This design comes from an exercise in tuning for small area, a short achievable clock period and few clock cycles per item on the open sky130 flow, not from production work. In this exercise RTL edits were held to simulation tests only and were not proved equivalent to the original. Power figures rest on the tool's default switching activity, not on a simulated workload.

`design/flow/config.mk`:
```
export PLATFORM = sky130hd
export DESIGN_NAME = axis_matmul2x2
export DESIGN_NICKNAME = axis_matmul2x2
export VERILOG_FILES = /design/flow/design.v
export SDC_FILE = /design/flow/constraint.sdc
export NUM_CORES = 4
export LEC_CHECK = 0
export CAP_MARGIN = 20
export CORE_MARGIN = 2
export CORE_UTILIZATION = 40
export PLACE_DENSITY = 0.6
export SETUP_SLACK_MARGIN = 4.0
export SLEW_MARGIN = 20
```
`design/flow/constraint.sdc`:
```
create_clock -name core_clock -period 7.5 [get_ports {clk}]
set_input_delay 1.5000 -clock core_clock [delete_from_list [all_inputs] [get_ports {clk}]]
set_output_delay 1.5000 -clock core_clock [all_outputs]
set_load 0.01 [all_outputs]
```
`design/flow/design.v`:
```
module dot4s(input [3:0] a0, input [3:0] b0, input [3:0] a1, input [3:0] b1, output [12:0] p);
    wire pp0_00 = a0[0] & b0[0];
    wire pp0_01 = a0[0] & b0[1];
    wire pp0_02 = a0[0] & b0[2];
    wire pp0_03 = ~a0[0] | ~b0[3];
    wire pp0_10 = a0[1] & b0[0];
    wire pp0_11 = a0[1] & b0[1];
    wire pp0_12 = a0[1] & b0[2];
    wire pp0_13 = ~a0[1] | ~b0[3];
    wire pp0_20 = a0[2] & b0[0];
    wire pp0_21 = a0[2] & b0[1];
    wire pp0_22 = a0[2] & b0[2];
    wire pp0_23 = a0[2] & b0[3];
    wire pp0_23n = ~a0[2] | ~b0[3];
    wire pp0_30 = ~a0[3] | ~b0[0];
    wire pp0_31 = ~a0[3] | ~b0[1];
    wire pp0_32 = ~a0[3] | ~b0[2];
    wire pp0_33 = a0[3] & b0[3];
    wire pp1_00 = a1[0] & b1[0];
    wire pp1_01 = a1[0] & b1[1];
    wire pp1_02 = a1[0] & b1[2];
    wire pp1_03 = ~a1[0] | ~b1[3];
    wire pp1_10 = a1[1] & b1[0];
    wire pp1_11 = a1[1] & b1[1];
    wire pp1_12 = a1[1] & b1[2];
    wire pp1_13 = ~a1[1] | ~b1[3];
    wire pp1_20 = a1[2] & b1[0];
    wire pp1_21 = a1[2] & b1[1];
    wire pp1_22 = a1[2] & b1[2];
    wire pp1_23 = ~a1[2] | ~b1[3];
    wire pp1_30 = ~a1[3] | ~b1[0];
    wire pp1_31 = ~a1[3] | ~b1[1];
    wire pp1_32 = ~a1[3] | ~b1[2];
    wire pp1_33 = a1[3] & b1[3];
    wire s1 = pp0_00 ^ pp1_00;
    wire c2 = pp0_00 & pp1_00;
    wire s3 = pp0_01 ^ pp0_10 ^ pp1_01;
    wire c4 = (pp0_01 & pp0_10) | (pp0_01 & pp1_01) | (pp0_10 & pp1_01);
    wire s5 = pp1_10 ^ c2 ^ s3;
    wire c6 = (pp1_10 & c2) | (pp1_10 & s3) | (c2 & s3);
    wire s7 = pp0_02 ^ pp0_11 ^ pp0_20;
    wire c8 = (pp0_02 & pp0_11) | (pp0_02 & pp0_20) | (pp0_11 & pp0_20);
    wire s9 = pp1_02 ^ pp1_11 ^ pp1_20;
    wire c10 = (pp1_02 & pp1_11) | (pp1_02 & pp1_20) | (pp1_11 & pp1_20);
    wire s11 = c4 ^ s7 ^ s9;
    wire c12 = (c4 & s7) | (c4 & s9) | (s7 & s9);
    wire s13 = c6 ^ s11;
    wire c14 = c6 & s11;
    wire s15 = pp0_03 ^ pp0_12 ^ pp0_21;
    wire c16 = (pp0_03 & pp0_12) | (pp0_03 & pp0_21) | (pp0_12 & pp0_21);
    wire s17 = pp0_30 ^ pp1_03 ^ pp1_12;
    wire c18 = (pp0_30 & pp1_03) | (pp0_30 & pp1_12) | (pp1_03 & pp1_12);
    wire s19 = pp1_21 ^ pp1_30 ^ c10;
    wire c20 = (pp1_21 & pp1_30) | (pp1_21 & c10) | (pp1_30 & c10);
    wire s21 = c8 ^ s15 ^ s17;
    wire c22 = (c8 & s15) | (c8 & s17) | (s15 & s17);
    wire s23 = c12 ^ s19 ^ s21;
    wire c24 = (c12 & s19) | (c12 & s21) | (s19 & s21);
    wire s25 = c14 ^ s23;
    wire c26 = c14 & s23;
    wire s27 = pp0_13 ^ pp0_22 ^ pp0_31;
    wire c28 = (pp0_13 & pp0_22) | (pp0_13 & pp0_31) | (pp0_22 & pp0_31);
    wire s29 = pp1_13 ^ pp1_22 ^ pp1_31;
    wire c30 = (pp1_13 & pp1_22) | (pp1_13 & pp1_31) | (pp1_22 & pp1_31);
    wire s31 = c16 ^ c18 ^ s27;
    wire c32 = (c16 & c18) | (c16 & s27) | (c18 & s27);
    wire s33 = s29 ^ c20 ^ c22;
    wire c34 = (s29 & c20) | (s29 & c22) | (c20 & c22);
    wire s35 = s31 ^ c24 ^ s33;
    wire c36 = (s31 & c24) | (s31 & s33) | (c24 & s33);
    wire s37 = c26 ^ s35;
    wire c38 = c26 & s35;
    wire s39 = pp0_23 ^ pp0_32 ^ pp1_23;
    wire c40 = (pp0_23 & pp0_32) | (pp0_23 & pp1_23) | (pp0_32 & pp1_23);
    wire s41 = pp1_32 ^ c28 ^ c30;
    wire c42 = (pp1_32 & c28) | (pp1_32 & c30) | (c28 & c30);
    wire s43 = s39 ^ c32 ^ s41;
    wire c44 = (s39 & c32) | (s39 & s41) | (c32 & s41);
    wire s45 = c34 ^ s43 ^ c36;
    wire c46 = (c34 & s43) | (c34 & c36) | (s43 & c36);
    wire s47 = c38 ^ s45;
    wire c48 = c38 & s45;
    wire s49 = pp0_23n ^ pp0_33 ^ pp1_33;
    wire c50 = (pp0_23n & pp0_33) | (pp0_23n & pp1_33) | (pp0_33 & pp1_33);
    wire s51 = c40 ^ s49 ^ c42;
    wire c52 = (c40 & s49) | (c40 & c42) | (s49 & c42);
    wire s53 = c44 ^ s51;
    wire c54 = c44 & s51;
    wire s55 = c50 ^ c52;
    wire c56 = c50 & c52;
    assign p = {s53, 1'b0, s55, c48, c56, c54, c46, s47, s37, s25, s13, s5, s1};
endmodule
module dotfin(input [12:0] p, output [8:0] y);
    wire [2:0] hi = p[8:6] + p[11:9] + p[12];
    assign y = {~hi[2], hi[1:0], p[5:0]};
endmodule
module axis_matmul2x2 #(parameter W = 13) (
    input                       clk             ,
    input                       rst             ,
    input                       s_axis_tvalid   ,
    input     [31 : 0]          s_axis_tdata    ,
    input                       s_axis_tlast    ,
    output                      s_axis_tready   ,
    output                      m_axis_tvalid   ,
    output    [31 : 0]          m_axis_tdata    ,
    output                      m_axis_tlast    ,
    input                       m_axis_tready
);
    wire [3:0] ia0 = s_axis_tdata[3:0];
    wire [3:0] ia1 = s_axis_tdata[11:8];
    wire [3:0] ib0 = s_axis_tdata[19:16];
    wire [3:0] ib1 = s_axis_tdata[27:24];
    reg       hv;
    reg [3:0] h_a00, h_a10, h_b00, h_b01;
    reg       mv, mrow;
    reg [3:0] ma0, ma1;
    reg [3:0] mb00, mb01, mb10, mb11;
    reg       ov;
    reg [W-1:0] oc0, oc1;    
    wire out_free  = !ov || m_axis_tready;
    wire do_comp   = mv && out_free;
    wire comp_last = do_comp && !mrow;
    reg rdy_x, rdy_y;
    assign s_axis_tready = rdy_x || (rdy_y && m_axis_tready);
    wire s_fire = s_axis_tvalid && s_axis_tready;
    wire [W-1:0] dot0, dot1;
    dot4s u_d0(.a0(ma0), .b0(mb00), .a1(ma1), .b1(mb10), .p(dot0));
    dot4s u_d1(.a0(ma0), .b0(mb01), .a1(ma1), .b1(mb11), .p(dot1));
    wire [8:0] c0, c1;
    dotfin u_f0(.p(oc0), .y(c0));
    dotfin u_f1(.p(oc1), .y(c1));
    wire hv_n   = s_fire ? !hv : hv;
    wire mv_n   = (s_fire && hv) ? 1'b1 : comp_last ? 1'b0 : mv;
    wire mrow_n = (s_fire && hv) ? 1'b1 : do_comp ? 1'b0 : mrow;
    wire ov_n   = do_comp ? 1'b1 : m_axis_tready ? 1'b0 : ov;
    always @(posedge clk) begin
        if (rst) begin
            hv <= 1'b0;
            mv <= 1'b0;
            mrow <= 1'b0;
            ov <= 1'b0;
            rdy_x <= 1'b1;
            rdy_y <= 1'b1;
        end else begin
            hv <= hv_n;
            mv <= mv_n;
            mrow <= mrow_n;
            ov <= ov_n;
            rdy_x <= hv_n ? (!mv_n || (!mrow_n && !ov_n)) : (!mv_n || !mrow_n || !ov_n);
            rdy_y <= !hv_n || !mrow_n;
        end
    end
    always @(posedge clk) begin
        if (s_fire && !hv) begin
            h_a00 <= ia0;
            h_a10 <= ia1;
            h_b00 <= ib0;
            h_b01 <= ib1;
        end
        if (s_fire && hv)
            h_a10 <= ia0;
        if (s_fire && hv) begin
            ma0  <= h_a10;
            ma1  <= ia1;
            mb00 <= h_b00;
            mb01 <= h_b01;
            mb10 <= ib0;
            mb11 <= ib1;
        end else if (do_comp && mrow) begin
            ma0 <= h_a00;
            ma1 <= h_a10;
        end
        if (do_comp) begin
            oc0 <= dot0;
            oc1 <= dot1;
        end
    end
    assign m_axis_tvalid = ov;
    assign m_axis_tlast  = ov;
    assign m_axis_tdata  = {{7{c1[8]}}, c1, {7{c0[8]}}, c0};
endmodule
```
`design/flow/flow/run.sh`:
```
#!/bin/bash
# Standard ORFS layout, with two changes:
#  - synthesis runs Yosys's synth without its internal ABC pass (SYNTH_ARGS=-noabc),
#    so the full-adder extraction sees the RTL's adder structure directly;
#    the final ABC mapping still runs as usual;
#  - every input and output port still gets its own buffer, but a buf_1
#    instead of the slow delay buffer buffer_ports picks by default.
set -euo pipefail
bash standard.sh SYNTH_ARGS=-noabc \
  "BUFFER_PORTS_ARGS=-buffer_cell sky130_fd_sc_hd__buf_1" \
  finish > make_finish.log 2>&1
```
`design/flow/standard.sh`:
```
#!/bin/bash
# synth_recipe.tcl (not shown) runs the flow's synth.tcl, then flattens the netlist and writes it again
# the make line also repeats each setting of config.mk as NAME=value (left out here)
make -C /OpenROAD-flow-scripts/flow DESIGN_CONFIG=/design/flow/config.mk WORK_HOME=/design/flow/orfs CLKGATE_MAP_FILE= SYNTH_SCRIPT=/design/flow/synth_recipe.tcl "${@:-finish}"
```
==> impl_summary.txt, run 1 <==
----------------------------------------------------
[Clock tree]
  Maximum buffer depth of the clock tree ... 2
  Num Clock Sinks ... 70
  Number of buffers created by CTS ... 9
  TritonCTS clock tree ... done
  Clock edge transition at the registers on the reported setup and hold paths ... 80 ps
  Number of levels the H-tree was split into ... 3
  Later-pin clock latency in the skew report ... 350 ps
  Number of hold buffers added after cts ... 0
  Clock tree root driver cell ... sky130_fd_sc_hd__clkbuf_8

[Finish]
  Most common cell after layout, fill and taps aside ... sky130_fd_sc_hd__edfxtp_1
  Number of nets in the final layout ... ~430
  Top library cells by usage in the layout, fill and taps aside ... sky130_fd_sc_hd__edfxtp_1 (64), sky130_fd_sc_hd__nand2_1 (59), sky130_fd_sc_hd__buf_1 (38)
  Fill cells ... a little over 900
  Signed area change from the synthesized netlist to the final layout ... 12.0%
  Share of layout cells above drive strength 1 ... between 20% and 30%
  Post-layout utilization of the core ... approximately 46%
  Diode insertion count for antenna repair ... 0
  Finished Layout Cells ... 467

[Critical path]
  Slowest library cell on the worst path ... sky130_fd_sc_hd__a21o_4
  CP endpoint kind ... output pin
  Largest fanout on the critical path ... 3
  Most used cell along the critical path ... sky130_fd_sc_hd__buf_1
  Max stage delay on crit path ... about 240 ps
  Critical path startpoint category ... input pin
  Arrival time at the worst endpoint ... just under 2000 ps
  Critical setup path kind ... in -> out
  Data required time at the worst endpoint ... approximately 6000 ps
  Critical Path, Cell by Cell ... buf_1, a21o_4, buf_1

[Logic synthesis]
  Synthesis Warnings ... 1
  Number of instances in the synthesized netlist ... around 290
  Proportion of synthesized chip area in sequential cells ... between 50% and 60%
  Post-Synthesis Net Count ... around 390
  Syn Area/Cell ... between 10 and 15 um^2
  Number of synthesized register bits ... 70
  Count of unique library cells instantiated by Yosys ... 24
  Post-synthesis instance area ... between 4000 and 5000 um^2

[Drt]
  Detailed-router iteration count before antenna repair ... 4
  Vias/cell ... around 4.6
  Total wire length after detailed routing ... roughly 6500 um
  Remaining antenna violation count after routing ... 0
  Total via count after detailed routing ... around 2,100
  Average wire per cell in the routed design ... roughly 14 um
  Remaining routing DRC violations ... 0
  Iteration-0 DRC Markers ... around 110

[Global route]
  Pin count of the biggest net entering global routing ... 30
  First-pass GRT wire length ... about 11,000 um
  Vias in the first global route ... ~2,300
  Gr ovfl total ... 0
  Antenna violations before repair ... 0
  GRT Util Overall ... ~13%

[STA]
  Portion of the clock cycle consumed by the worst path in the final layout ... a little under half
  Final TNS setup ... 0 ps
  Worst Setup Slack, final ... 4030 ps
  Final count of pins violating max slew ... 0
  Post-route worst hold slack ... ~420 ps
  Upper clock frequency limit ... around 290 MHz
  Post-Route Skew ... about 11 ps
  Clock period minus worst slack ... around 3500 ps
  Tightest Pin Transition ... 668 ps
  Final hold violation count ... 0
  Relative slew margins ... a little under three fifths
  Final setup violating endpoints ... 0
  Unrepaired setup endpoints after global routing ... yes

[Placement]
  Global placer's final weighted congestion ... 0.818
  Total of buffers placed on input and output ports ... 54
  Number of placed cells counting well taps ... approximately 450
  DP Worst Slack ... roughly 3800 ps
  Detailed placement HPWL ... between 4000 and 5000 um

[Floorplan]
  Horizontal die dimension ... about 100 um
  Die ar. ... 10,900 um^2
  Area of the core region ... 9820 um^2
  Die H ... roughly 100 um
  Top-level I/O count ... slightly above 70
  Number of rows in the core area ... 36
  Effective utilization at floorplan ... between 40% and 50%

[Power and ir drop]
  Static leakage ... 1.71 nW
  Power Dens Cells ... 213 nW/um^2
  Maximum resistive drop on vdd ... 0.0000985 V

[Worst hold path]
  Path category of the worst min-delay check ... reg -> reg

[Outcome]
  Outcome ... no timing/DRC/antenna violations

[Flow run]
  Max_cap viols ... 0

----------------------------------------------------
## stage by stage
step	power (mW)	cell area [um^2]
global placement	0.681	4180
detailed placement	0.681	4180
global route	1.03	4530
finish	0.968	4530
floorplan	0.647	4050
CTS	0.981	4490
## flip-flops by register name, indices dropped and copies added, names as in the netlist
| name | cells |
|---|---|
| mb11 | 4 |
| mb10 | 4 |
| ma0 | 4 |
| h_a00 | 4 |
| h_b01 | 4 |
| ma1 | 4 |
| oc0 | 12 |
| rdy_y | 1 |
| rdy_x | 1 |
| mb00 | 4 |
| ov | 1 |
| oc1 | 12 |
| mb01 | 4 |
| mv | 1 |
| hv | 1 |
| h_a10 | 4 |
| mrow | 1 |
| h_b00 | 4 |
## kinds of logic (layout without fill, tap and decap cells)
kind of cell	after synthesis	count (layout)	synth area share [%]
and+or+nand+nor	113	113	13.7
DFF	70	70	50.4
adders and majority gates	61	61	27.3
buffers and inverters	37	80	6.43
AOI/OAI and AO/OA	7	7	1.42
xor gates and xnor gates	3	3	0.649
## critical path: cells and delay by family
kind | cells | cell delay, ps
buf+inv | 2 | 230
compound gates | 1 | 240
## Yosys cell counts
library cell               instances  area [um^2]
sky130_fd_sc_hd__inv_4             1         6.26
sky130_fd_sc_hd__o21ai_0           1         5.00
sky130_fd_sc_hd__nand2b_1          2         12.5
sky130_fd_sc_hd__a21o_4            1         15.0
sky130_fd_sc_hd__and2_1           42          263
sky130_fd_sc_hd__nand2_4           1         11.3
sky130_fd_sc_hd__a21oi_1           3         15.0
sky130_fd_sc_hd__fa_1             46          921
sky130_fd_sc_hd__maj3_2            1         11.3
sky130_fd_sc_hd__dfxtp_1           6          120
sky130_fd_sc_hd__edfxtp_1         64         1920
sky130_fd_sc_hd__and2b_2           1         8.76
sky130_fd_sc_hd__a21o_1            1         7.51
sky130_fd_sc_hd__nand2_1          59          221
sky130_fd_sc_hd__buf_2             2         10.0
sky130_fd_sc_hd__nand3_2           1         10.0
sky130_fd_sc_hd__ha_1             14          175
sky130_fd_sc_hd__nor2_1            6         22.5
sky130_fd_sc_hd__o221ai_2          1         15.0
sky130_fd_sc_hd__xnor2_1           3         26.3
sky130_fd_sc_hd__buf_4            31          233
sky130_fd_sc_hd__inv_1             2         7.51
sky130_fd_sc_hd__inv_2             1         3.75
sky130_fd_sc_hd__or3_1             1         6.26
## cell type report
cell class	count	area (um^2)	share of cell area (%)
Sequential cell	70	2040	45.0
Multi-Input combinational cell	184	1840	40.6
Timing Repair Buffer	60	290	6.40
Tap cell	133	166	3.67
Clock buffer	9	124	2.73
Clock inverter	7	53.8	1.19
Inverter	4	17.5	0.386
## per-layer routing
metal	up-vias	wire, um	track usage [%]
li1	1012	-	-
met1	1063	3000	17.2
met2	44	3110	20.0
met3	12	235	2.37
met4	0	157	7.05
met5	-	0	0
## worst paths after layout
check	start	to	slack, ps	cells after the start
setup reg to reg	ma0[1]$_DFFE_PP_	oc0[5]$_DFFE_PP_	4030	7
hold / removal	h_b01[1]$_DFFE_PP_	mb01[1]$_DFFE_PP_	420	0
setup / recovery	m_axis_tready	s_axis_tready	4030	3
hold reg to reg	h_b01[1]$_DFFE_PP_	mb01[1]$_DFFE_PP_	420	0
## power by group
part	internal, mW	leakage (nW)	switching (mW)
Clock	0.124	0.0954	0.157
Combinational	0.0953	0.977	0.107
Sequential	0.469	0.641	0.0156
## timing repair
item                                    in CTS  in global routing
endpoints found under the setup margin      20                 18
resized for setup                           41                  4
pin swaps                                   19                 16
buffers inserted                             4                  2
endpoints found under the hold margin        0                  0
Testbench counts, summed over its fixed seeds: cycles 792, items 384.
==> inputs of run 2 (changes only) <==
--- a/design/flow/config.mk
+++ b/design/flow/config.mk
@@ -8,6 +8,6 @@
 export CAP_MARGIN = 20
 export CORE_MARGIN = 2
-export CORE_UTILIZATION = 40
-export PLACE_DENSITY = 0.6
+export CORE_UTILIZATION = 60
+export PLACE_DENSITY = 0.8
 export SETUP_SLACK_MARGIN = 4.0
 export SLEW_MARGIN = 20
==> run 2 against run 1 <==
Compared with the run above:
- routed wire length grew 3.5%
- count of clock-buffer cells in the layout grew 1
- non-clock buffer count grew 10
- clock skew shrank 7.1 ps
- sequential power is essentially flat
- global-route usage grew 7.7 points
- critical path type is now reg -> reg
- critical endpoint is now oc1[5]$_DFFE_PP_
- largest cell class unchanged
==> impl_summary.txt, run 2 <==
----------------------------------------------------
[Drt]
  Remaining routing DRC violations ... 0 (unchanged)
  Remaining antenna violation count after routing ... 0 (unchanged)
  Average wire per cell in the routed design ... 16.0 um (+15%)
  Total wire length after detailed routing ... 6730 um (+3.5%)
  Iteration-0 DRC Markers ... 128 (+21%)
  Detailed-router iteration count before antenna repair ... 4 (unchanged)
  Vias/cell ... 5.24 (+15%)
  Total via count after detailed routing ... 2,206 (+3.5%)

[Logic synthesis]
  Most used standard cell by instance count after synthesis ... sky130_fd_sc_hd__edfxtp_1
  Syn Area/Cell ... 13.9 um^2 (unchanged)
  Most area-consuming cells after synthesis ... sky130_fd_sc_hd__edfxtp_1 (47%), sky130_fd_sc_hd__fa_1 (23%), sky130_fd_sc_hd__and2_1 (6.5%)
  Post-synthesis instance area ... 4050 um^2 (unchanged)
  Number of enable flip-flop cells after synthesis ... 64 (unchanged)
  Count of unique library cells instantiated by Yosys ... 24 (unchanged)
  Area share of the leading cell type in the synthesized netlist ... 47.5% (unchanged)
  Most common library cells after synthesis ... sky130_fd_sc_hd__edfxtp_1 (64), sky130_fd_sc_hd__nand2_1 (59), sky130_fd_sc_hd__fa_1 (46)
  Number of synthesized register bits ... 70 (unchanged)
  Dominant cell type by area after synthesis ... sky130_fd_sc_hd__edfxtp_1
  Fraction of registers with async set or reset after synthesis ... 0% (unchanged)
  Number of instances in the synthesized netlist ... 291 (unchanged)
  Post-Synthesis Net Count ... 388 (unchanged)
  Proportion of synthesized chip area in sequential cells ... 50.4% (unchanged)
  Top_reg_cell synth ... sky130_fd_sc_hd__edfxtp_1
  Synthesis Warnings ... 1 (unchanged)

[Global route]
  Vias in the first global route ... 2,347 (+4.2%)
  Gr ovfl total ... 0 (unchanged)
  First-pass GRT wire length ... 11,200 um (+3.6%)
  GRT Util Overall ... 20.6% (+7.7 points)
  Antenna violations before repair ... 0 (unchanged)
  Pin count of the biggest net entering global routing ... 30 (unchanged)

[Finish]
  Share of layout cells above drive strength 1 ... 23.3% (+2.0 points)
  Most common cell after layout, fill and taps aside ... sky130_fd_sc_hd__edfxtp_1
  Final design area excluding fillers ... 4620 um^2 (+2.0%)
  Fill cells ... 407 (-55%)
  Number of nets in the final layout ... 436 (+2.3%)
  Regs by FF count ... oc0: 12 flops, oc1: 12 flops
  Signed area change from the synthesized netlist to the final layout ... 14.2%
  Diode insertion count for antenna repair ... 0 (unchanged)
  Top library cells by usage in the layout, fill and taps aside ... sky130_fd_sc_hd__edfxtp_1 (64), sky130_fd_sc_hd__nand2_1 (59), sky130_fd_sc_hd__buf_1 (38)

[Critical path]
  Critical setup path kind ... reg -> reg
  Critical Path, Cell by Cell ... and2_4, fa_1, fa_2, fa_1, fa_2, fa_1, ha_1
  Data required time at the worst endpoint ... 7590 ps (+1590 ps)
  Max stage delay on crit path ... 520 ps (+280 ps)
  CP endpoint kind ... flop
  Most used cell along the critical path ... sky130_fd_sc_hd__fa_1
  Arrival time at the worst endpoint ... 3590 ps (+1620 ps)
  Critical path buffers and inverters ... 0 (-2)
  Slowest library cell on the worst path ... sky130_fd_sc_hd__edfxtp_1
  Critical path startpoint category ... flop
  Crit-path leading delay family ... adder cells
  Largest fanout on the critical path ... 6 (+3)

[Placement]
  Global placer's final weighted congestion ... 0.837 (+2.4%)
  Total of buffers placed on input and output ports ... 54 (unchanged)
  Instance area at placement ... 4110 um^2 (-1.7%)
  Detailed placement HPWL ... 4420 um (-2.7%)

[STA]
  Final hold violation count ... 0 (unchanged)
  Portion of the clock cycle consumed by the worst path in the final layout ... 46.7% (+0.47 points)
  Upper clock frequency limit ... 286 MHz (-1.0%)
  Final setup violating endpoints ... 0 (unchanged)
  Post-Route Skew ... 4.20 ps (-7.07 ps)
  Relative slew margins ... 55.6% (+0.16 points)
  Final TNS setup ... 0 ps (unchanged)
  Final count of pins violating max slew ... 0 (unchanged)
  Clock period minus worst slack ... 3500 ps (+35.5 ps)
  Tightest Pin Transition ... 666 ps (-2.38 ps)
  Unrepaired setup endpoints after global routing ... yes

[Flow run]
  Max_cap viols ... 0 (unchanged)

[Floorplan]
  Number of rows in the core area ... 29 (-19%)
  Die ar. ... 7420 um^2 (-32%)
  Top-level I/O count ... 72 (unchanged)
  Die H ... 86.1 um (-18%)
  Horizontal die dimension ... 86.1 um (-18%)
  Area of the core region ... 6420 um^2 (-35%)
  Effective utilization at floorplan ... 63.0% (+22 points)

[Power and ir drop]
  Power Dens Cells ... 223 nW/um^2 (+4.7%)
  Maximum resistive drop on vdd ... 0.000179 V (+82%)
  Static leakage ... 1.78 nW (+4.1%)

[Clock tree]
  Later-pin clock latency in the skew report ... 330 ps (-20 ps)
  Clock edge transition at the registers on the reported setup and hold paths ... 70 ps (about the same)
  Num Clock Sinks ... 70 (unchanged)
  Maximum buffer depth of the clock tree ... 2 (unchanged)
  Number of buffers created by CTS ... 9 (unchanged)
  Number of hold buffers added after cts ... 0 (unchanged)
  TritonCTS clock tree ... done
  Number of levels the H-tree was split into ... 3 (unchanged)
  Clock tree root driver cell ... sky130_fd_sc_hd__clkbuf_8

[Outcome]
  Outcome ... no timing/DRC/antenna violations

[Worst hold path]
  Path category of the worst min-delay check ... reg -> reg

----------------------------------------------------
-- run 2: routing by layer --
layer	wire length [um]	GRT usage, %	part of all wire, %
met5	0	0	0
met4	95	10.2	1.4
met3	269	3.46	4.0
met2	3530	33.4	52
met1	2840	27.1	42
-- run 2: final timing paths --
kind                            slack, ps           endpoint  depth (start not counted)                from
worst min register to register        420  mb00[2]$_DFFE_PP_                          0  h_b00[2]$_DFFE_PP_
worst max-delay path                 4000   oc1[5]$_DFFE_PP_                          7    ma1[1]$_DFFE_PP_
worst min-delay path                  420  mb00[2]$_DFFE_PP_                          0  h_b00[2]$_DFFE_PP_
worst max register to register       4000   oc1[5]$_DFFE_PP_                          7    ma1[1]$_DFFE_PP_
-- run 2: through the flow --
step	hold WS [ps]	cells	setup WS [ps]	power, mW	utilization [%]
final	420	421	4000	1.03	72.0
after global routing	429	421	3910	1.09	72.0
after CTS	417	415	3990	1.03	70.2
after detailed placement	405	389	3800	0.687	63.9
after global placement	402	389	3830	0.676	63.9
after floorplan	400	291	4010	0.647	-
-- run 2: what timing repair did --
item	CTS	global route
cloned	0	0
setup buffers	10	6
setup endpoints to repair	20	19
resized for setup	39	17
pin swaps	17	19
-- run 2: report_power, final --
part	total, mW	switching (mW)	internal [mW]
logic	0.226	0.117	0.108
registers	0.484	0.0150	0.469
clock network	0.323	0.136	0.187
total	1.03	0.269	0.764
-- run 2: cells by family after synthesis --
group	synth area share [%]
buf+inv	6.43
compound gates	1.42
flops	50.4
xor+xnor	0.649
simple gates	13.7
fa+ha+maj	27.3
-- run 2: layout make-up --
| type | count | area (um^2) | area share [%] |
|---|---|---|---|
| clock buffer | 10 | 128 | 2.76 |
| clock inverter | 6 | 86.3 | 1.87 |
| inverter | 4 | 17.5 | 0.379 |
| multi-input combinational | 184 | 1840 | 39.9 |
| sequential | 70 | 2040 | 44.2 |
| tap | 77 | 96.3 | 2.08 |
| timing repair buffer | 70 | 410 | 8.88 |
-- run 2: worst reg2reg max path: cells and delay by family (launching register included) --
kind	cells	cell delay [ps]
flops	1	520
fa+ha+maj	6	2540
simple gates	1	200
==> inputs of run 3 (changes only) <==
--- a/design/flow/config.mk
+++ b/design/flow/config.mk
@@ -8,6 +8,6 @@
 export CAP_MARGIN = 20
 export CORE_MARGIN = 2
-export CORE_UTILIZATION = 60
-export PLACE_DENSITY = 0.8
+export CORE_UTILIZATION = 70
+export PLACE_DENSITY = 0.9
 export SETUP_SLACK_MARGIN = 4.0
 export SLEW_MARGIN = 20
==> run 3 against run 2 <==
Compared with the run above:
- core utilization up 11 points
- hold slack better by 1.7 ps
- combinational power up 9.3%
- critical path depth up 1
- critical endpoint unchanged
==> impl_summary.txt, run 3 <==
----------------------------------------------------
[Outcome]
  Outcome ... no timing/DRC/antenna violations

[Power and ir drop]
  Power Dens Cells ... 224 nW/um^2 (+0.26%)
  Static leakage ... 1.75 nW (-1.7%)
  Maximum resistive drop on vdd ... 0.000172 V (-4.2%)

[Logic synthesis]
  Number of instances in the synthesized netlist ... 291 (unchanged)
  Synthesis Warnings ... 1 (unchanged)
  Top_reg_cell synth ... sky130_fd_sc_hd__edfxtp_1
  Syn Area/Cell ... 13.9 um^2 (unchanged)
  Post-synthesis instance area ... 4050 um^2 (unchanged)
  Number of enable flip-flop cells after synthesis ... 64 (unchanged)
  Dominant cell type by area after synthesis ... sky130_fd_sc_hd__edfxtp_1
  Proportion of synthesized chip area in sequential cells ... 50.4% (unchanged)
  Post-Synthesis Net Count ... 388 (unchanged)
  Area share of the leading cell type in the synthesized netlist ... 47.5% (unchanged)
  Count of unique library cells instantiated by Yosys ... 24 (unchanged)
  Most used standard cell by instance count after synthesis ... sky130_fd_sc_hd__edfxtp_1
  Fraction of registers with async set or reset after synthesis ... 0% (unchanged)
  Most area-consuming cells after synthesis ... sky130_fd_sc_hd__edfxtp_1 (47%), sky130_fd_sc_hd__fa_1 (23%), sky130_fd_sc_hd__and2_1 (6.5%)
  Most common library cells after synthesis ... sky130_fd_sc_hd__edfxtp_1 (64), sky130_fd_sc_hd__nand2_1 (59), sky130_fd_sc_hd__fa_1 (46)
  Number of synthesized register bits ... 70 (unchanged)

[Drt]
  Detailed-router iteration count before antenna repair ... 4 (unchanged)
  Total via count after detailed routing ... 2,407 (+9.1%)
  Average wire per cell in the routed design ... 20.8 um (+30%)
  Iteration-0 DRC Markers ... 202 (+58%)
  Remaining antenna violation count after routing ... 0 (unchanged)
  Total wire length after detailed routing ... 8610 um (+28%)
  Remaining routing DRC violations ... 0 (unchanged)
  Vias/cell ... 5.81 (+11%)

[Placement]
  Instance area at placement ... 4100 um^2 (-0.15%)
  DP Worst Slack ... 3790 ps (-6.49 ps)
  Global placer's final weighted congestion ... 0.845 (+0.96%)
  Total of buffers placed on input and output ports ... 54 (unchanged)
  Detailed placement HPWL ... 4500 um (+1.9%)

[Critical path]
  Critical setup path kind ... reg -> reg
  Reg2reg end ... oc1[5]$_DFFE_PP_
  Startpoint of the worst setup timing path ... ma0[2]$_DFFE_PP_
  Data required time at the worst endpoint ... 7610 ps (+20 ps)
  CP endpoint kind ... flop
  Internal reg-to-reg setup slack ... 3900 ps (-90 ps)
  Arrival time at the worst endpoint ... 3700 ps (+110 ps)
  Largest fanout on the critical path ... 6 (unchanged)
  Reg2Reg Depth ... 8 (+1)
  RR Startpoint ... ma0[2]$_DFFE_PP_
  Critical path startpoint category ... flop

[STA]
  Upper clock frequency limit ... 278 MHz (-2.6%)
  Final setup violating endpoints ... 0 (unchanged)
  Tightest Pin Transition ... 978 ps (+313 ps)
  Final hold violation count ... 0 (unchanged)
  Unrepaired setup endpoints after global routing ... yes
  Post-route worst hold slack ... 422 ps (+1.72 ps)
  Portion of the clock cycle consumed by the worst path in the final layout ... 48.0% (+1.3 points)
  Worst Setup Slack, final ... 3900 ps (-94.3 ps)
  Post-Route Skew ... 9.32 ps (+5.12 ps)
  Relative slew margins ... 34.5% (-21 points)
  Final count of pins violating max slew ... 0 (unchanged)
  Final TNS setup ... 0 ps (unchanged)
  Clock period minus worst slack ... 3600 ps (+94.3 ps)

[Clock tree]
  Num Clock Sinks ... 70 (unchanged)
  Number of hold buffers added after cts ... 0 (unchanged)
  Number of buffers created by CTS ... 9 (unchanged)
  Number of levels the H-tree was split into ... 3 (unchanged)
  Maximum buffer depth of the clock tree ... 2 (unchanged)
  TritonCTS clock tree ... done
  Clock edge transition at the registers on the reported setup and hold paths ... 80 ps (about the same)
  Later-pin clock latency in the skew report ... 350 ps (+20 ps)
  Clock tree root driver cell ... sky130_fd_sc_hd__clkbuf_8

[Worst hold path]
  Hold Crit Start ... h_b00[1]$_DFFE_PP_
  Worst Hold Path EP ... mb00[1]$_DFFE_PP_
  Path category of the worst min-delay check ... reg -> reg
  Hold path depth ... 0 (unchanged)

[Finish]
  Fill cells ... 275 (-32%)
  Regs by FF count ... oc0: 12 flops, oc1: 12 flops
  Number of nets in the final layout ... 434 (-0.46%)
  Share of layout cells above drive strength 1 ... 22.2% (-1.0 points)
  Storage cell area ... 2040 um^2 (unchanged)
  Diode insertion count for antenna repair ... 0 (unchanged)
  Area taken by multi-input logic gates ... 1850 um^2 (+0.54%)
  Most common cell after layout, fill and taps aside ... sky130_fd_sc_hd__edfxtp_1
  Final design area excluding fillers ... 4580 um^2 (-0.84%)
  Top library cells by usage in the layout, fill and taps aside ... sky130_fd_sc_hd__edfxtp_1 (64), sky130_fd_sc_hd__nand2_1 (59), sky130_fd_sc_hd__buf_1 (38)
  Signed area change from the synthesized netlist to the final layout ... 13.2%

[Global route]
  Gr ovfl total ... 0 (unchanged)
  Pin count of the biggest net entering global routing ... 30 (unchanged)
  First-pass GRT wire length ... 12,000 um (+6.9%)
  Vias in the first global route ... 2,407 (+2.6%)
  GRT Util Overall ... 26.3% (+5.7 points)
  Antenna violations before repair ... 0 (unchanged)

[Floorplan]
  Number of rows in the core area ... 27 (-6.9%)
  Effective utilization at floorplan ... 73.1% (+10 points)
  Area of the core region ... 5540 um^2 (-14%)
  Top-level I/O count ... 72 (unchanged)
  Horizontal die dimension ... 80.1 um (-7.1%)
  Die H ... 80.1 um (-7.1%)
  Die ar. ... 6410 um^2 (-14%)

[Flow run]
  Max_cap viols ... 0 (unchanged)

----------------------------------------------------
-- run 3: cell counts after synthesis --
No cell type changed its count.
-- run 3: kinds of logic after synthesis --
family	Yosys count	share of synthesized area [%]
and+or+nand+nor	113	13.7
DFF	70	50.4
adders and majority gates	61	27.3
buffers and inverters	37	6.43
AOI/OAI and AO/OA	7	1.42
xor gates and xnor gates	3	0.649
-- run 3: stage by stage --
step,utilization (%),power [mW],instances
floorplan,-,0.647,291
global placement,74.0,0.671,384
detailed placement,74.0,0.686,384
CTS,80.7,0.988,410
global route,82.7,1.08,414
finish,82.7,1.03,414
-- run 3: where the power goes --
group / switching [mW] / total, mW / internal, mW / leakage [nW]
Sequential: 0.0173 / 0.486 / 0.469 / 0.641
Clock: 0.143 / 0.294 / 0.151 / 0.0884
Combinational: 0.130 / 0.247 / 0.116 / 1.02
-- run 3: worst max path at each step --
stage,to,cells past startpoint
2_1_floorplan,oc0[5]$_DFFE_PP_,7
3_3_place_gp,oc1[5]$_DFFE_PP_,7
3_5_place_dp,oc0[5]$_DFFE_PP_,7
4_1_cts,m_axis_tdata[24],4
5_1_grt,oc1[5]$_DFFE_PP_,8
6_report,oc1[5]$_DFFE_PP_,8
-- run 3: per-layer routing --
metal / wire [um] / global-route usage, % / part of all wire, %
met1: 3150 / 35.4 / 37
met2: 4610 / 43.6 / 53
met3: 479 / 3.26 / 5.6
met4: 375 / 11.9 / 4.4
met5: 0 / 0 / 0
-- run 3: timing repair --
item | in CTS | in global routing
pin swaps | 20 | 12
setup buffers | 10 | 4
endpoints found under the setup margin | 20 | 20
gates resized for setup | 36 | 24
endpoints found under the hold margin | 0 | 0
-- run 3: cell type report --
type,instances,area share (%)
clock buffers,11,2.87
clock inverters,5,1.09
inverters,4,0.382
multi-input cells,184,40.4
flip-flops and latches,70,44.5
well taps,72,1.97
repair buffers,68,8.73
-- run 3: worst max-delay path: stages (launching register included) --
cell and delay, ps:
sky130_fd_sc_hd__edfxtp_1 510, sky130_fd_sc_hd__buf_4 190, sky130_fd_sc_hd__buf_4 120, sky130_fd_sc_hd__and2_1 140, sky130_fd_sc_hd__fa_1 460, sky130_fd_sc_hd__fa_1 570, sky130_fd_sc_hd__fa_1 550, sky130_fd_sc_hd__fa_1 600
sky130_fd_sc_hd__ha_4 210
==> inputs of run 4 (changes only) <==
==> design/flow/flow/run.sh (replaced) <==
#!/bin/bash
# Standard ORFS layout, with these changes:
#  - synthesis runs Yosys's synth without its internal ABC pass (SYNTH_ARGS=-noabc),
#    so the full-adder extraction sees the RTL's adder structure directly;
#    the final ABC mapping still runs as usual;
#  - every input and output port still gets its own buffer, but a buf_1
#    instead of the slow delay buffer buffer_ports picks by default;
#  - clock tree synthesis without dummy loads.
set -euo pipefail
bash standard.sh SYNTH_ARGS=-noabc \
  "BUFFER_PORTS_ARGS=-buffer_cell sky130_fd_sc_hd__buf_1" \
  "CTS_ARGS=-sink_clustering_enable -repair_clock_nets -dont_use_dummy_load" \
  finish > make_finish.log 2>&1
--- a/design/flow/config.mk
+++ b/design/flow/config.mk
@@ -8,6 +8,6 @@
 export CAP_MARGIN = 20
 export CORE_MARGIN = 2
-export CORE_UTILIZATION = 70
-export PLACE_DENSITY = 0.9
+export CORE_UTILIZATION = 40
+export PLACE_DENSITY = 0.6
 export SETUP_SLACK_MARGIN = 4.0
 export SLEW_MARGIN = 20
==> run 4 against run 3 <==
Compared with the run above:
- sequential share of layout area is 0.73 points higher
- power shrank 11%
- cell area down 1.6%
- clock skew is 21 ps higher
- critical path type unchanged
- die area up 71%
- final cell count is 12% higher
- core utilization decreased by 37 points
- routed wire length fell by 26%
- sequential power is essentially flat
==> impl_summary.txt, run 4 <==
----------------------------------------------------
[STA]
  Portion of the clock cycle consumed by the worst path in the final layout ... 46.5% (-1.5 points)
  Final setup violating endpoints ... 0 (unchanged)
  Unrepaired setup endpoints after global routing ... yes
  Post-Route Skew ... 29.9 ps (+20.6 ps)
  Final TNS setup ... 0 ps (unchanged)
  Worst Setup Slack, final ... 4010 ps (+111 ps)
  Upper clock frequency limit ... 287 MHz (+3.2%)
  Clock period minus worst slack ... 3490 ps (-111 ps)
  Tightest Pin Transition ... 673 ps (-305 ps)
  Final count of pins violating max slew ... 0 (unchanged)
  Relative slew margins ... 55.1% (+21 points)
  Post-route worst hold slack ... 420 ps (-2.02 ps)
  Final hold violation count ... 0 (unchanged)

[Clock tree]
  Number of levels the H-tree was split into ... 3 (unchanged)
  Clock edge transition at the registers on the reported setup and hold paths ... 90 ps (about the same)
  Number of buffers created by CTS ... 9 (unchanged)
  Later-pin clock latency in the skew report ... 350 ps (about the same)
  Maximum buffer depth of the clock tree ... 2 (unchanged)
  Number of hold buffers added after cts ... 0 (unchanged)
  TritonCTS clock tree ... done
  Num Clock Sinks ... 70 (unchanged)
  Clock tree root driver cell ... sky130_fd_sc_hd__clkbuf_8

[Drt]
  Total wire length after detailed routing ... 6340 um (-26%)
  Remaining routing DRC violations ... 0 (unchanged)
  Iteration-0 DRC Markers ... 98 (-51%)
  Remaining antenna violation count after routing ... 0 (unchanged)
  Total via count after detailed routing ... 2,103 (-13%)
  Vias/cell ... 4.55 (-22%)
  Detailed-router iteration count before antenna repair ... 4 (unchanged)
  Average wire per cell in the routed design ... 13.7 um (-34%)

[Floorplan]
  Horizontal die dimension ... 105 um (+31%)
  Number of rows in the core area ... 36 (+33%)
  Effective utilization at floorplan ... 41.2% (-32 points)
  Die H ... 105 um (+31%)
  Die ar. ... 10,900 um^2 (+71%)
  Top-level I/O count ... 72 (unchanged)
  Area of the core region ... 9820 um^2 (+77%)

[Logic synthesis]
  Fraction of registers with async set or reset after synthesis ... 0% (unchanged)
  Number of instances in the synthesized netlist ... 291 (unchanged)
  Area share of the leading cell type in the synthesized netlist ... 47.5% (unchanged)
  Post-Synthesis Net Count ... 388 (unchanged)
  Proportion of synthesized chip area in sequential cells ... 50.4% (unchanged)
  Top_reg_cell synth ... sky130_fd_sc_hd__edfxtp_1
  Most area-consuming cells after synthesis ... sky130_fd_sc_hd__edfxtp_1 (47%), sky130_fd_sc_hd__fa_1 (23%), sky130_fd_sc_hd__and2_1 (6.5%)
  Syn Area/Cell ... 13.9 um^2 (unchanged)
  Number of enable flip-flop cells after synthesis ... 64 (unchanged)
  Dominant cell type by area after synthesis ... sky130_fd_sc_hd__edfxtp_1
  Number of synthesized register bits ... 70 (unchanged)
  Post-synthesis instance area ... 4050 um^2 (unchanged)
  Most common library cells after synthesis ... sky130_fd_sc_hd__edfxtp_1 (64), sky130_fd_sc_hd__nand2_1 (59), sky130_fd_sc_hd__fa_1 (46)
  Synthesis Warnings ... 1 (unchanged)
  Most used standard cell by instance count after synthesis ... sky130_fd_sc_hd__edfxtp_1
  Count of unique library cells instantiated by Yosys ... 24 (unchanged)

[Placement]
  Global placer's final weighted congestion ... 0.818 (-3.3%)
  Total of buffers placed on input and output ports ... 54 (unchanged)
  Detailed placement HPWL ... 4540 um (+0.84%)
  Number of placed cells counting well taps ... 445 (+16%)
  DP Worst Slack ... 3850 ps (+55.0 ps)

[Critical path]
  Slowest library cell on the worst path ... sky130_fd_sc_hd__edfxtp_1
  Internal reg-to-reg setup slack ... 4010 ps (+110 ps)
  Critical setup path kind ... reg -> reg
  Arrival time at the worst endpoint ... 3570 ps (-130 ps)
  Critical path startpoint category ... flop
  Crit-path leading delay family ... adder cells
  Data required time at the worst endpoint ... 7580 ps (-30 ps)
  Most used cell along the critical path ... sky130_fd_sc_hd__fa_1
  Critical Path, Cell by Cell ... and2_4, fa_1, fa_2, fa_1, fa_2, fa_1, ha_1
  Critical path buffers and inverters ... 0 (-2)
  Largest fanout on the critical path ... 8 (+2)
  CP endpoint kind ... flop
  Max stage delay on crit path ... 540 ps (-60 ps)

[Finish]
  Signed area change from the synthesized netlist to the final layout ... 11.4%
  Top library cells by usage in the layout, fill and taps aside ... sky130_fd_sc_hd__edfxtp_1 (64), sky130_fd_sc_hd__nand2_1 (59), sky130_fd_sc_hd__buf_1 (38)
  Most common cell after layout, fill and taps aside ... sky130_fd_sc_hd__edfxtp_1
  Fill cells ... 911 (+230%)
  Number of nets in the final layout ... 428 (-1.4%)
  Regs by FF count ... oc0: 12 flops, oc1: 12 flops
  Diode insertion count for antenna repair ... 0 (unchanged)
  Share of layout cells above drive strength 1 ... 20.4% (-1.9 points)
  Finished Layout Cells ... 462 (+12%)

[Outcome]
  Outcome ... no timing/DRC/antenna violations

[Global route]
  GRT Util Overall ... 12.7% (-14 points)
  Vias in the first global route ... 2,205 (-8.4%)
  First-pass GRT wire length ... 10,700 um (-11%)
  Pin count of the biggest net entering global routing ... 30 (unchanged)
  Antenna violations before repair ... 0 (unchanged)
  Gr ovfl total ... 0 (unchanged)

[Power and ir drop]
  Maximum resistive drop on vdd ... 0.0000930 V (-46%)
  Static leakage ... 1.70 nW (-3.1%)
  Power Dens Cells ... 203 nW/um^2 (-9.3%)
  Overall Power ... 0.916 mW (-11%)

[Flow run]
  Max_cap viols ... 0 (unchanged)

[Worst hold path]
  Path category of the worst min-delay check ... reg -> reg

----------------------------------------------------
[run 4: cell types whose count changed in the layout (fill, tap and decap cells not counted), moves of 2 or more]
cell	change
sky130_fd_sc_hd__and2_4	+3
sky130_fd_sc_hd__buf_4	-5
sky130_fd_sc_hd__and2_1	-3
sky130_fd_sc_hd__fa_1	+3
sky130_fd_sc_hd__buf_6	-4
sky130_fd_sc_hd__clkbuf_1	-2
sky130_fd_sc_hd__fa_2	-3
sky130_fd_sc_hd__clkinv_1	-2
sky130_fd_sc_hd__buf_2	+4
[run 4: cell families after synthesis]
family                   Yosys count  share of synthesized area, %
AND/OR/NAND/NOR                  113                          13.7
AO/OA/AOI/OAI                      7                          1.42
buffers and inverters             37                          6.43
XOR/XNOR                           3                         0.649
flip-flops                        70                          50.4
adder cells (fa/ha/maj)           61                          27.3
[run 4: worst reg2reg max path, cell delays in order, from the launching register on]
cell	delay, ps
sky130_fd_sc_hd__edfxtp_1	540
sky130_fd_sc_hd__and2_4	230
sky130_fd_sc_hd__fa_1	430
sky130_fd_sc_hd__fa_2	410
sky130_fd_sc_hd__fa_1	490
sky130_fd_sc_hd__fa_2	400
sky130_fd_sc_hd__fa_1	440
sky130_fd_sc_hd__ha_1	280
[run 4: final timing paths]
path,startpoint,end,cells after the start
setup / recovery,ma0[1]$_DFFE_PP_,oc1[5]$_DFFE_PP_,7
hold / removal,h_b01[1]$_DFFE_PP_,mb01[1]$_DFFE_PP_,0
setup reg to reg,ma0[1]$_DFFE_PP_,oc1[5]$_DFFE_PP_,7
hold reg to reg,h_b01[1]$_DFFE_PP_,mb01[1]$_DFFE_PP_,0
[run 4: what timing repair did]
item | CTS | global route
buffers inserted | 5 | 3
endpoints found under the setup margin | 20 | 19
pin swaps | 21 | 18
resized for setup | 42 | 6
[run 4: per-stage QoR]
| stage | util, % | area, um^2 |
|---|---|---|
| after floorplan | - | 4050 |
| after global placement | 42.5 | 4180 |
| after detailed placement | 42.5 | 4180 |
| after CTS | 45.3 | 4450 |
| after global routing | 45.9 | 4510 |
| final | 45.9 | 4510 |
[run 4: cell type report]
| class | instances | area (um^2) | area share (%) |
|---|---|---|---|
| flip-flops and latches | 70 | 2040 | 45.3 |
| clock buffers | 9 | 124 | 2.75 |
| inverters | 4 | 17.5 | 0.388 |
| well taps | 133 | 166 | 3.69 |
| multi-input cells | 184 | 1840 | 40.9 |
| repair buffers | 62 | 318 | 7.05 |
[run 4: metal layers]
metal	GRT usage, %	wire [um]
met1	17.4	2950
met2	19.4	2990
met3	2.37	241
met4	6.76	156
met5	0	0
[run 4: where the power goes]
part	total (mW)	internal [mW]	switching, mW	leakage (nW)
clock	0.227	0.107	0.120	0.0647
sequential	0.484	0.469	0.0150	0.641
combinational	0.205	0.0972	0.108	0.992
==> inputs of run 5 (changes only) <==
--- a/design/flow/flow/run.sh
+++ b/design/flow/flow/run.sh
@@ -10,4 +10,4 @@
 bash standard.sh SYNTH_ARGS=-noabc \
   "BUFFER_PORTS_ARGS=-buffer_cell sky130_fd_sc_hd__buf_1" \
-  "CTS_ARGS=-sink_clustering_enable -repair_clock_nets -dont_use_dummy_load" \
+  "CTS_ARGS=-sink_clustering_enable -repair_clock_nets -dont_use_dummy_load -buf_list sky130_fd_sc_hd__clkbuf_16" \
   finish > make_finish.log 2>&1
==> run 5 against run 4 <==
Compared with the run above:
- non-clock buffer count decreased by 1
- register-to-register slack better by 40 ps
- first-iteration DRC count increased by 8.2%
- sequential cell count did not move
- critical path depth down 4
- sequential power hardly changed
- power rose by 13%
- clock skew down 7.4 ps
- final cell count shrank 0.22%
- hold slack got worse by 4.2 ps
- maximum frequency is 0.56% higher
- critical path type is now in -> out
==> impl_summary.txt, run 5 <==
----------------------------------------------------
[Placement]
  Total of buffers placed on input and output ports ... 54 (unchanged)
  DP Worst Slack ... 3850 ps (unchanged)
  Number of placed cells counting well taps ... 445 (unchanged)
  Detailed placement HPWL ... 4540 um (unchanged)
  Global placer's final weighted congestion ... 0.818 (unchanged)
  Instance area at placement ... 4180 um^2 (unchanged)

[STA]
  Final TNS setup ... 0 ps (unchanged)
  Clock period minus worst slack ... 3470 ps (-19.4 ps)
  Worst Setup Slack, final ... 4030 ps (+19.4 ps)
  Portion of the clock cycle consumed by the worst path in the final layout ... 46.2% (-0.26 points)
  Post-Route Skew ... 22.6 ps (-7.35 ps)
  Final count of pins violating max slew ... 0 (unchanged)
  Final setup violating endpoints ... 0 (unchanged)
  Tightest Pin Transition ... 667 ps (-6.30 ps)
  Unrepaired setup endpoints after global routing ... yes
  Upper clock frequency limit ... 289 MHz (+0.56%)
  Relative slew margins ... 55.5% (+0.42 points)
  Final hold violation count ... 0 (unchanged)

[Drt]
  Total wire length after detailed routing ... 6380 um (+0.60%)
  Iteration-0 DRC Markers ... 106 (+8.2%)
  Met3 Wirelength ... 265 um (+10%)
  Remaining routing DRC violations ... 0 (unchanged)
  Highest metal used ... met4
  Average wire per cell in the routed design ... 13.8 um (+0.82%)
  Detailed-router iteration count before antenna repair ... 4 (unchanged)
  Vias/cell ... 4.55 (about the same)
  Met1 Routed Length ... 2900 um (-1.6%)
  Detail Route met2 WL ... 3100 um (+3.6%)
  Total via count after detailed routing ... 2,099 (-0.19%)
  Remaining antenna violation count after routing ... 0 (unchanged)

[Clock tree]
  Clock edge transition at the registers on the reported setup and hold paths ... 50 ps (-40 ps)
  Clock tree root driver cell ... sky130_fd_sc_hd__clkbuf_16
  TritonCTS clock tree ... done
  Number of levels the H-tree was split into ... 3 (unchanged)
  Maximum buffer depth of the clock tree ... 2 (unchanged)
  Later-pin clock latency in the skew report ... 330 ps (-20 ps)
  Number of buffers created by CTS ... 9 (unchanged)
  Num Clock Sinks ... 70 (unchanged)
  Number of hold buffers added after cts ... 0 (unchanged)

[Power and ir drop]
  Power Dens Cells ... 224 nW/um^2 (+10%)
  Maximum resistive drop on vdd ... 0.0000979 V (+5.2%)
  Static leakage ... 1.74 nW (+2.3%)

[Finish]
  Final design area excluding fillers ... 4600 um^2 (+2.0%)
  Most common cell after layout, fill and taps aside ... sky130_fd_sc_hd__edfxtp_1
  Regs by FF count ... oc0: 12 flops, oc1: 12 flops
  Number of nets in the final layout ... 427 (-0.23%)
  Share of layout cells above drive strength 1 ... 20.4% (+0.062 points)
  Signed area change from the synthesized netlist to the final layout ... 13.6%
  Post-layout utilization of the core ... 46.9% (+0.92 points)
  Top library cells by usage in the layout, fill and taps aside ... sky130_fd_sc_hd__edfxtp_1 (64), sky130_fd_sc_hd__nand2_1 (59), sky130_fd_sc_hd__buf_1 (38)
  Finished Layout Cells ... 461 (-0.22%)
  Diode insertion count for antenna repair ... 0 (unchanged)
  Fill cells ... 898 (-1.4%)

[Logic synthesis]
  Most common library cells after synthesis ... sky130_fd_sc_hd__edfxtp_1 (64), sky130_fd_sc_hd__nand2_1 (59), sky130_fd_sc_hd__fa_1 (46)
  Post-Synthesis Net Count ... 388 (unchanged)
  Post-synthesis instance area ... 4050 um^2 (unchanged)
  Count of unique library cells instantiated by Yosys ... 24 (unchanged)
  Area share of the leading cell type in the synthesized netlist ... 47.5% (unchanged)
  Synthesis Warnings ... 1 (unchanged)
  Top_reg_cell synth ... sky130_fd_sc_hd__edfxtp_1
  Syn Area/Cell ... 13.9 um^2 (unchanged)
  Most area-consuming cells after synthesis ... sky130_fd_sc_hd__edfxtp_1 (47%), sky130_fd_sc_hd__fa_1 (23%), sky130_fd_sc_hd__and2_1 (6.5%)
  Proportion of synthesized chip area in sequential cells ... 50.4% (unchanged)
  Number of enable flip-flop cells after synthesis ... 64 (unchanged)
  Most used standard cell by instance count after synthesis ... sky130_fd_sc_hd__edfxtp_1
  Number of instances in the synthesized netlist ... 291 (unchanged)
  Dominant cell type by area after synthesis ... sky130_fd_sc_hd__edfxtp_1
  Fraction of registers with async set or reset after synthesis ... 0% (unchanged)
  Number of synthesized register bits ... 70 (unchanged)

[Worst hold path]
  Path category of the worst min-delay check ... reg -> reg
  Hold Crit Start ... h_b01[1]$_DFFE_PP_
  Worst Hold Path EP ... mb01[1]$_DFFE_PP_
  Hold path depth ... 0 (unchanged)

[Critical path]
  Largest fanout on the critical path ... 3 (-5)
  RR Startpoint ... ma0[1]$_DFFE_PP_
  Most used cell along the critical path ... sky130_fd_sc_hd__buf_1
  Internal reg-to-reg setup slack ... 4050 ps (+40 ps)
  Reg2reg end ... oc0[5]$_DFFE_PP_
  Critical setup path kind ... in -> out
  Slowest library cell on the worst path ... sky130_fd_sc_hd__a21o_4
  Critical Path, Cell by Cell ... buf_1, a21o_4, buf_1
  Data required time at the worst endpoint ... 6000 ps (-1580 ps)
  Critical path startpoint category ... input pin
  CP endpoint kind ... output pin
  Reg2Reg Depth ... 7 (unchanged)
  Arrival time at the worst endpoint ... 1970 ps (-1600 ps)
  Max stage delay on crit path ... 240 ps (-300 ps)

[Global route]
  Vias in the first global route ... 2,218 (+0.59%)
  Antenna violations before repair ... 0 (unchanged)
  Pin count of the biggest net entering global routing ... 30 (unchanged)
  First-pass GRT wire length ... 10,800 um (+0.32%)
  Gr ovfl total ... 0 (unchanged)
  GRT Util Overall ... 12.8% (+0.066 points)

[Floorplan]
  Effective utilization at floorplan ... 41.2% (unchanged)
  Die H ... 105 um (unchanged)
  Area of the core region ... 9820 um^2 (unchanged)
  Number of rows in the core area ... 36 (unchanged)
  Die ar. ... 10,900 um^2 (unchanged)
  Horizontal die dimension ... 105 um (unchanged)
  Top-level I/O count ... 72 (unchanged)

[Outcome]
  Outcome ... no timing/DRC/antenna violations

[Flow run]
  Max_cap viols ... 0 (unchanged)

----------------------------------------------------
## run 5: cell count changes in the layout (fill, tap and decap cells not counted), sizes merged
cell / previous run / this run
buf: 62 / 61
## run 5: worst max-delay path: cells and delay by family
kind / cells / cell delay, ps
AOI/OAI and AO/OA: 1 / 240
buffers and inverters: 2 / 220
## run 5: area by class of cell
| cell class | count | area, um^2 | share of cell area [%] |
|---|---|---|---|
| Timing Repair Buffer | 61 | 304 | 6.61 |
| Sequential cell | 70 | 2040 | 44.4 |
| Clock buffer | 9 | 225 | 4.90 |
| Inverter | 4 | 17.5 | 0.381 |
| Multi-Input combinational cell | 184 | 1850 | 40.1 |
| Tap cell | 133 | 166 | 3.62 |
## run 5: what timing repair did
item                       4_1_cts  5_1_grt
buffers inserted                 4        3
gates resized for setup         32       24
pin swaps                       23       19
setup endpoints to repair       20       18
## run 5: cell families (layout without fill, tap and decap cells)
family,after synthesis,in the layout,share of synthesized area (%)
xor+xnor,3,3,0.649
compound gates,7,7,1.42
fa+ha+maj,61,61,27.3
simple gates,113,113,13.7
flops,70,70,50.4
buf+inv,37,74,6.43
## run 5: metrics by stage
stage	total power, mW	hold slack, ps
detailed placement	0.681	405
CTS	1.05	416
floorplan	0.647	400
global placement	0.681	400
finish	1.03	416
global route	1.10	423
## run 5: power by group
part	leakage, nW	total (mW)	internal [mW]	switching, mW
logic	0.984	0.204	0.0966	0.107
registers	0.641	0.485	0.470	0.0153
clock network	0.111	0.342	0.209	0.133
total	1.74	1.03	0.776	0.255
## run 5: worst max path at each step
| stage | from | to | slack, ps | cells past startpoint |
|---|---|---|---|---|
| finish | m_axis_tready | s_axis_tready | 4030 | 3 |
| global route | ma0[2]$_DFFE_PP_ | oc1[5]$_DFFE_PP_ | 3930 | 7 |
| floorplan | ma1[1]$_DFFE_PP_ | oc0[5]$_DFFE_PP_ | 4010 | 7 |
| global placement | ma1[1]$_DFFE_PP_ | oc0[5]$_DFFE_PP_ | 3820 | 7 |
| detailed placement | ma1[1]$_DFFE_PP_ | oc1[5]$_DFFE_PP_ | 3850 | 7 |
| CTS | oc1[6]$_DFFE_PP_ | m_axis_tdata[31] | 4000 | 4 |
## run 5: routing by layer
metal / vias to the layer above / global-route usage, %
met5: - / 0
met4: 0 / 7.33
met3: 7 / 2.37
met2: 51 / 19.7
met1: 1034 / 17.0
li1: 1007 / -
==> inputs of run 6 (changes only) <==
--- a/design/flow/flow/run.sh
+++ b/design/flow/flow/run.sh
@@ -10,4 +10,4 @@
 bash standard.sh SYNTH_ARGS=-noabc \
   "BUFFER_PORTS_ARGS=-buffer_cell sky130_fd_sc_hd__buf_1" \
-  "CTS_ARGS=-sink_clustering_enable -repair_clock_nets -dont_use_dummy_load -buf_list sky130_fd_sc_hd__clkbuf_16" \
+  "CTS_ARGS=-sink_clustering_enable -repair_clock_nets -dont_use_dummy_load -sink_clustering_size 30 -sink_clustering_max_diameter 500 -sink_clustering_levels 1" \
   finish > make_finish.log 2>&1
==> run 6 against run 5 <==
Compared with the run above:
- clock power shrank 34%
- critical path type is now reg -> reg
- global-route usage shrank 0.066 points
- hold slack gained 4.2 ps
- still clean on timing, DRC and antenna
- largest cell class unchanged
- core utilization shrank 0.92 points
- sequential power is essentially flat
==> impl_summary.txt, run 6 <==
----------------------------------------------------
[Logic synthesis]
  Syn Area/Cell ... 13.9 um^2 (unchanged)
  Number of synthesized register bits ... 70 (unchanged)
  Post-Synthesis Net Count ... 388 (unchanged)
  Proportion of synthesized chip area in sequential cells ... 50.4% (unchanged)
  Most common library cells after synthesis ... sky130_fd_sc_hd__edfxtp_1 (64), sky130_fd_sc_hd__nand2_1 (59), sky130_fd_sc_hd__fa_1 (46)
  Post-synthesis instance area ... 4050 um^2 (unchanged)
  Most area-consuming cells after synthesis ... sky130_fd_sc_hd__edfxtp_1 (47%), sky130_fd_sc_hd__fa_1 (23%), sky130_fd_sc_hd__and2_1 (6.5%)
  Dominant cell type by area after synthesis ... sky130_fd_sc_hd__edfxtp_1
  Synthesis Warnings ... 1 (unchanged)
  Top_reg_cell synth ... sky130_fd_sc_hd__edfxtp_1
  Number of enable flip-flop cells after synthesis ... 64 (unchanged)
  Most used standard cell by instance count after synthesis ... sky130_fd_sc_hd__edfxtp_1
  Number of instances in the synthesized netlist ... 291 (unchanged)
  Count of unique library cells instantiated by Yosys ... 24 (unchanged)
  Fraction of registers with async set or reset after synthesis ... 0% (unchanged)
  Area share of the leading cell type in the synthesized netlist ... 47.5% (unchanged)

[STA]
  Final hold violation count ... 0 (unchanged)
  Upper clock frequency limit ... 287 MHz (-0.56%)
  Final setup violating endpoints ... 0 (unchanged)
  Clock period minus worst slack ... 3490 ps (+19.4 ps)
  Unrepaired setup endpoints after global routing ... yes
  Final TNS setup ... 0 ps (unchanged)
  Final count of pins violating max slew ... 0 (unchanged)
  Relative slew margins ... 55.1% (-0.42 points)
  Portion of the clock cycle consumed by the worst path in the final layout ... 46.5% (+0.26 points)
  Worst Setup Slack, final ... 4010 ps (-19.4 ps)
  Post-Route Skew ... 29.9 ps (+7.35 ps)
  Tightest Pin Transition ... 673 ps (+6.30 ps)

[Power and ir drop]
  Maximum resistive drop on vdd ... 0.0000930 V (-5.0%)
  Overall Power ... 0.916 mW (-11%)
  Static leakage ... 1.70 nW (-2.2%)
  Power Dens Cells ... 203 nW/um^2 (-9.4%)

[Clock tree]
  Num Clock Sinks ... 70 (unchanged)
  Clock tree root driver cell ... sky130_fd_sc_hd__clkbuf_8
  Clock edge transition at the registers on the reported setup and hold paths ... 90 ps (+40 ps)
  Number of levels the H-tree was split into ... 3 (unchanged)
  TritonCTS clock tree ... done
  Later-pin clock latency in the skew report ... 350 ps (+20 ps)
  Maximum buffer depth of the clock tree ... 2 (unchanged)
  Number of buffers created by CTS ... 9 (unchanged)

[Critical path]
  Max stage delay on crit path ... 540 ps (+300 ps)
  Critical setup path kind ... reg -> reg
  Most used cell along the critical path ... sky130_fd_sc_hd__fa_1
  Reg2reg end ... oc1[5]$_DFFE_PP_
  RR Startpoint ... ma0[1]$_DFFE_PP_
  Total stage count of the critical path ... 7 (+4)
  Largest fanout on the critical path ... 8 (+5)
  Slowest library cell on the worst path ... sky130_fd_sc_hd__edfxtp_1
  Internal reg-to-reg setup slack ... 4010 ps (-40 ps)
  Critical path buffers and inverters ... 0 (-2)
  Data required time at the worst endpoint ... 7580 ps (+1580 ps)
  Reg2Reg Depth ... 7 (unchanged)
  Critical Path, Cell by Cell ... and2_4, fa_1, fa_2, fa_1, fa_2, fa_1, ha_1
  Crit-path leading delay family ... adder cells
  Arrival time at the worst endpoint ... 3570 ps (+1600 ps)
  CP endpoint kind ... flop
  Critical path startpoint category ... flop

[Floorplan]
  Top-level I/O count ... 72 (unchanged)
  Effective utilization at floorplan ... 41.2% (unchanged)
  Number of rows in the core area ... 36 (unchanged)
  Area of the core region ... 9820 um^2 (unchanged)
  Die H ... 105 um (unchanged)
  Die ar. ... 10,900 um^2 (unchanged)
  Horizontal die dimension ... 105 um (unchanged)

[Finish]
  Finished Layout Cells ... 462 (+0.22%)
  Top library cells by usage in the layout, fill and taps aside ... sky130_fd_sc_hd__edfxtp_1 (64), sky130_fd_sc_hd__nand2_1 (59), sky130_fd_sc_hd__buf_1 (38)
  Fill cells ... 911 (+1.4%)
  Share of layout cells above drive strength 1 ... 20.4% (-0.062 points)
  Regs by FF count ... oc0: 12 flops, oc1: 12 flops
  Number of nets in the final layout ... 428 (+0.23%)
  Signed area change from the synthesized netlist to the final layout ... 11.4%
  Most common cell after layout, fill and taps aside ... sky130_fd_sc_hd__edfxtp_1
  Diode insertion count for antenna repair ... 0 (unchanged)

[Placement]
  Number of placed cells counting well taps ... 445 (unchanged)
  Detailed placement HPWL ... 4540 um (unchanged)
  Total of buffers placed on input and output ports ... 54 (unchanged)
  Global placer's final weighted congestion ... 0.818 (unchanged)
  DP Worst Slack ... 3850 ps (unchanged)

[Worst hold path]
  Hold Crit Start ... h_b01[1]$_DFFE_PP_
  Hold path depth ... 0 (unchanged)
  Worst Hold Path EP ... mb01[1]$_DFFE_PP_
  Path category of the worst min-delay check ... reg -> reg

[Drt]
  Remaining routing DRC violations ... 0 (unchanged)
  Iteration-0 DRC Markers ... 98 (-7.5%)
  Detailed-router iteration count before antenna repair ... 4 (unchanged)
  Remaining antenna violation count after routing ... 0 (unchanged)
  Total wire length after detailed routing ... 6340 um (-0.60%)
  Total via count after detailed routing ... 2,103 (+0.19%)
  Vias/cell ... 4.55 (about the same)
  Average wire per cell in the routed design ... 13.7 um (-0.81%)

[Outcome]
  Outcome ... no timing/DRC/antenna violations

[Global route]
  Vias in the first global route ... 2,205 (-0.59%)
  First-pass GRT wire length ... 10,700 um (-0.32%)
  Gr ovfl total ... 0 (unchanged)
  Pin count of the biggest net entering global routing ... 30 (unchanged)
  GRT Util Overall ... 12.7% (-0.066 points)
  Antenna violations before repair ... 0 (unchanged)

[Flow run]
  Max_cap viols ... 0 (unchanged)

----------------------------------------------------
## run 6: cell count changes in the layout (fill, tap and decap cells not counted), sizes merged
cell / change
buf: +1
## run 6: worst max path at each step
stage                          start                to  slack [ps]
floorplan           ma1[1]$_DFFE_PP_  oc0[5]$_DFFE_PP_        4010
global placement    ma1[1]$_DFFE_PP_  oc0[5]$_DFFE_PP_        3820
detailed placement  ma1[1]$_DFFE_PP_  oc1[5]$_DFFE_PP_        3850
CTS                 ma0[1]$_DFFE_PP_  oc1[5]$_DFFE_PP_        3990
global route        ma0[1]$_DFFE_PP_  oc1[5]$_DFFE_PP_        3920
finish              ma0[1]$_DFFE_PP_  oc1[5]$_DFFE_PP_        4010
## run 6: per-layer routing
layer  up-vias  wire length [um]  global-route usage, %
li1       1007                 -                      -
met1      1044              2950                   17.4
met2        41              2990                   19.4
met3        11               241                   2.37
met4         0               156                   6.76
met5         -                 0                      0
## run 6: report_power, final
part	total (mW)	leakage, nW	switching [mW]	internal, mW
clock network	0.227	0.0647	0.120	0.107
registers	0.484	0.641	0.0150	0.469
logic	0.205	0.992	0.108	0.0972
## run 6: cell families after synthesis
family / synth area share (%)
fa+ha+maj: 27.3
buf+inv: 6.43
compound gates: 1.42
simple gates: 13.7
flops: 50.4
xor+xnor: 0.649
## run 6: area by class of cell
class	count	area (um^2)	area share (%)
well taps	133	166	3.69
clock buffers	9	124	2.75
inverters	4	17.5	0.388
multi-input cells	184	1840	40.9
flip-flops and latches	70	2040	45.3
repair buffers	62	318	7.05
## run 6: metrics by stage
| step | area, um^2 | utilization (%) | hold slack, ps |
|---|---|---|---|
| 5_1_grt | 4510 | 45.9 | 431 |
| 3_3_place_gp | 4180 | 42.5 | 400 |
| 2_1_floorplan | 4050 | - | 400 |
| 6_report | 4510 | 45.9 | 420 |
| 4_1_cts | 4450 | 45.3 | 419 |
| 3_5_place_dp | 4180 | 42.5 | 405 |
## run 6: timing repair
action / CTS / global route
pin swaps: 21 / 18
hold buffers: 0 / 0
setup endpoints to repair: 20 / 19
resized for setup: 42 / 6
buffers inserted: 5 / 3
endpoints found under the hold margin: 0 / 0

-- what the ideal ports hide --
Ports are ideal in the flow. The routed layouts listed here were re-timed in OpenROAD.
Step 1, drivers: a clkbuf_16 drives clk and a buf_2 each remaining input, both assumed.
Step 2 times the ports against the registers' clock, not the clock port: input delays grow and output delays shrink by t, the midpoint of the rising clock arrivals with the driver on.
a / b / c = no drivers / after step 1 / after step 2; a / b = the first two.
run	shift t [ns]	slack for setup (ns)	latest minus earliest clock arrival (ns)	slew at the worst register clock pin (ns)
run 1	0.376	4.033 / 4.008 / 4.013	0.012 / 0.011	0.08 / 0.08
run 2	0.360	3.997 / 3.986 / 3.997	0.004 / 0.004	0.07 / 0.07
run 3	0.373	3.903 / 3.903 / 3.903	0.010 / 0.009	0.08 / 0.08
run 4	0.367	4.015 / 4.007 / 4.013	0.030 / 0.030	0.09 / 0.09
run 5	0.355	4.034 / 4.014 / 4.014	0.023 / 0.023	0.06 / 0.06
run 6	0.367	4.015 / 4.007 / 4.013	0.030 / 0.030	0.09 / 0.09
After both steps every run listed still meets setup and hold.
